Background: an optimization exercise with open tools, aiming at small area. Do not read the settings as production practice.
Only simulation tests tie the RTL to the original design; equivalence was not proved.
No activity file was given, so power comes from the tool's default toggle rates.

Setup of build 87:
==> module jpc_regfile, before the edit <==
module jpc_regfile (
    input  wire                          clk,
    input  wire                          rst,
    input  wire                          r1_idx_op_I,
    input  wire [4:0]                    r1_idx_I,
    input  wire                          r1_idx_valid_I,
    output wire                          r1_idx_ready_O,
    input  wire                          r1_rdata_ready_I,
    output wire [32-1:0] r1_rdata_O,
    output wire                          r1_rdata_valid_O,
    output wire                          r1_wdata_ready_O,
    input  wire [32-1:0] r1_wdata_I,
    input  wire                          r1_wdata_valid_I
);
    localparam W = 32;
    reg rdy, pr, pw, rv;
    wire acc     = rdy & r1_idx_valid_I;
    wire rd_fire = ((acc & ~r1_idx_op_I) | pr) & r1_rdata_ready_I;
    wire wr_fire = ((acc &  r1_idx_op_I) | pw) & r1_wdata_valid_I;
    always @(posedge clk or posedge rst) begin
        if (rst) begin
            rdy <= 1'b1;
            pr  <= 1'b0;
            pw  <= 1'b0;
            rv  <= 1'b0;
        end else begin
            rdy <= (rdy & ~r1_idx_valid_I) | (~rdy & ~pr & ~pw);
            pr  <= ((acc & ~r1_idx_op_I) | pr) & ~r1_rdata_ready_I;
            pw  <= ((acc &  r1_idx_op_I) | pw) & ~r1_wdata_valid_I;
            rv  <= rd_fire;
        end
    end
    assign r1_idx_ready_O   = rdy;
    assign r1_rdata_valid_O = rv;
    assign r1_wdata_ready_O = 1'b1;
    reg [4:0] tc;        
    always @(posedge clk or posedge rst) begin
        if (rst)               tc <= 5'd0;
        else if (tc == 5'd30)  tc <= 5'd0;
        else                   tc <= tc + 5'd1;
    end
    wire [5:0] psum  = r1_idx_I + tc;
    wire [5:0] psum1 = r1_idx_I + tc + 6'd1;
    wire [4:0] pos_next = psum1[5] ? psum1[4:0] : psum[4:0];
    wire       wr_reg = wr_fire & (r1_idx_I != 5'd0);   
    wire [4:0] pos1 = (pos_next == 5'd30) ? 5'd0 : pos_next + 5'd1;
    reg        ins1;       
    reg        ins2a;      
    reg        ins2;       
    reg  [3:0] ins_k;      
    reg        ins_pol;    
    always @(posedge clk or posedge rst) begin
        if (rst) begin
            ins1  <= 1'b0;
            ins2a <= 1'b0;
            ins2  <= 1'b0;
        end else begin
            ins1  <= wr_reg & ~pos1[0];
            ins2a <= wr_reg &  pos1[0];
            ins2  <= ins2a;
        end
    end
    always @(posedge clk) begin
        if (wr_reg) begin
            ins_k   <= pos1[0] ? pos1[4:1] + 4'd1 : pos1[4:1];
            ins_pol <= ~pos1[1];    
        end
    end
    wire         done = ~rdy & ~pr & ~pw;
    reg  [W-1:0] wbuf;
    wire [W-1:0] wbuf_nxt;
    jpc_regfile_ldrow #(.W(W)) u_wbuf (
        .q(wbuf), .ld(~done), .keep(done), .col(~r1_wdata_I), .d(wbuf_nxt));
    always @(posedge clk) wbuf <= wbuf_nxt;
    wire         wany = ins1 | ins2;
    wire [W-1:0] col  = wbuf ^ {W{ins_pol}};
    reg  [W-1:0] ring [0:30];
    wire [15:0]  ld;
    wire [15:0]  keep;
    genvar p;
    generate
        for (p = 0; p < 31; p = p + 1) begin : g_pos
            if (p % 2 == 1) begin : g_copy
                always @(posedge clk)
                    ring[p] <= ring[p-1];
            end else begin : g_load
                assign ld[p/2]   = wany & (ins_k == p/2);
                assign keep[p/2] = ~ld[p/2];
                wire [W-1:0] nxt;
                jpc_regfile_ldrow #(.W(W)) u_ld (
                    .q(ring[(p + 30) % 31]), .ld(ld[p/2]), .keep(keep[p/2]),
                    .col(col), .d(nxt));
                always @(posedge clk)
                    ring[p] <= nxt;
            end
        end
    endgenerate
    reg  [31:1] valid;
    genvar i;
    generate
        for (i = 1; i < 32; i = i + 1) begin : g_valid
            always @(posedge clk or posedge rst) begin
                if (rst)                              valid[i] <= 1'b0;
                else if (wr_fire && r1_idx_I == i)    valid[i] <= 1'b1;
            end
        end
    endgenerate
    reg  [4:0]  rpos;      
    reg         rvalid;    
    always @(posedge clk) begin
        rpos   <= pos_next;
        rvalid <= (r1_idx_I != 5'd0) & valid[r1_idx_I];
    end
    wire [30:0] sel;
    wire [W-1:0] rsel;
    generate
        for (p = 0; p < 31; p = p + 1) begin : g_sel
            assign sel[p] = rvalid & (rpos == p);
        end
        for (i = 0; i < W; i = i + 1) begin : g_rbit
            wire [30:0] col_bits;
            for (p = 0; p < 31; p = p + 1) begin : g_r
                assign col_bits[p] = ring[p][i];
            end
            jpc_regfile_rdbit u_rd (.d(col_bits), .sel(sel), .q(rsel[i]));
        end
    endgenerate
    assign r1_rdata_O = rsel ^ {W{rvalid & rpos[1]}};
endmodule
export LEC_CHECK = 0
export CAP_MARGIN = 20
export CORE_MARGIN = 2
export CORE_UTILIZATION = 75
export SLEW_MARGIN = 20
export SYNTH_HIERARCHICAL = 1
export SYNTH_MINIMUM_KEEP_SIZE = 0
create_clock -name core_clock -period 5.0 [get_ports {clk}]
standard.sh (not shown) runs the stock make flow with config.mk's settings and CLKGATE_MAP_FILE= SYNTH_SCRIPT=/design/flow/synth_recipe.tcl, a recipe that flattens the netlist after the stock synthesis.
==> flow/flow/run.sh <==
#!/bin/bash
# Layout: the standard ORFS flow (standard.sh, unchanged synthesis), with a
# clock tree built without dummy loads from one buffer type, and the smallest
# buffer on every port. Full tool output goes to standard.log here; ORFS's own
# per-step logs stay under orfs/logs/.
set -euo pipefail
CTS="-sink_clustering_enable -repair_clock_nets -dont_use_dummy_load -buf_list sky130_fd_sc_hd__clkbuf_8 -sink_clustering_size 18 -sink_clustering_max_diameter 60"
bash standard.sh "CTS_ARGS=$CTS" "BUFFER_PORTS_ARGS=-buffer_cell sky130_fd_sc_hd__buf_1" finish > standard.log 2>&1
Relative to build 87, the following input files were edited for trial 84:
--- a/flow/design.v
+++ b/flow/design.v
@@ -102,33 +102,39 @@
             always @(posedge clk or posedge rst) begin
                 if (rst)                              valid[i] <= 1'b0;
                 else if (wr_fire && r1_idx_I == i)    valid[i] <= 1'b1;
             end
         end
     endgenerate
-    reg  [4:0]  rpos;      
-    reg         rvalid;    
+    wire        wvalid = (r1_idx_I != 5'd0) & valid[r1_idx_I];
+    reg  [7:0]  rhi;
+    reg  [3:0]  rlo;
+    reg         rneg;
+    integer j;
     always @(posedge clk) begin
-        rpos   <= pos_next;
-        rvalid <= (r1_idx_I != 5'd0) & valid[r1_idx_I];
+        for (j = 0; j < 8; j = j + 1)
+            rhi[j] <= wvalid & (pos_next[4:2] == j);
+        for (j = 0; j < 4; j = j + 1)
+            rlo[j] <= (pos_next[1:0] == j);
+        rneg <= wvalid & pos_next[1];
     end
     wire [30:0] sel;
     wire [W-1:0] rsel;
     generate
         for (p = 0; p < 31; p = p + 1) begin : g_sel
-            assign sel[p] = rvalid & (rpos == p);
+            assign sel[p] = rhi[p/4] & rlo[p%4];
         end
         for (i = 0; i < W; i = i + 1) begin : g_rbit
             wire [30:0] col_bits;
             for (p = 0; p < 31; p = p + 1) begin : g_r
                 assign col_bits[p] = ring[p][i];
             end
             jpc_regfile_rdbit u_rd (.d(col_bits), .sel(sel), .q(rsel[i]));
         end
     endgenerate
-    assign r1_rdata_O = rsel ^ {W{rvalid & rpos[1]}};
+    assign r1_rdata_O = rsel ^ {W{rneg}};
 endmodule
 module jpc_regfile_ldrow #(parameter W = 32) (
     input  wire [W-1:0] q,
     input  wire         ld,
     input  wire         keep,
     input  wire [W-1:0] col,
Findings:
Trial 84: full flow OK, the timing, design-rule and antenna checks passed. The worst hold slack after final layout in trial 84 sits 0.22 ns below the value recorded for build 87. Build 87 was routed with more vias than trial 84. The type of the tightest min-delay check comes out in -> async in one run and reg -> reg in the other, namely in trial 84 and build 87 respectively. Changes observed in trial 84 relative to build 87: cell count moved down; number of signal-net inverters in the final layout rose by 3.2%; critical path depth in cells went down; fraction of power consumed by the clock network shows an increase of 0.5 points; internal portion of total power lost 64 uW. Of trial 84 and build 87, trial 84 shows the higher met2 routed wirelength, with build 87 below it.

-- port drivers added, routing unchanged --
The results above use ideal ports. As a check the final layouts listed here were re-extracted and re-timed, cells and wires unchanged. Step 1 sets driving cells, clkbuf_16 on the clock port and buf_2 on the other inputs (assumed; they add their load-dependent delay and slew). Step 2 times the ports against the registers' clock, not the clock port: input delays grow and output delays shrink by t, the midpoint of the rising clock arrivals with the driver on. Three values: no drivers, after step 1, after step 2; two values: the first two.
run | t (ns) | setup slack, ns | worst setup path at the end | worst data-port slew with drivers (ns) | pins driven straight from the clock port
build 87 | 0.729 | 0.182 / 0.125 / 0.102 | input to register | 0.04 | 1
trial 84 | 0.732 | 0.626 / 0.566 / 0.432 | input to register | 0.05 | 1
After both steps every run listed still meets setup and hold. The setup slack of trial 84, which loses most, moves by -0.060 ns with the drivers and by -0.194 ns with both steps.
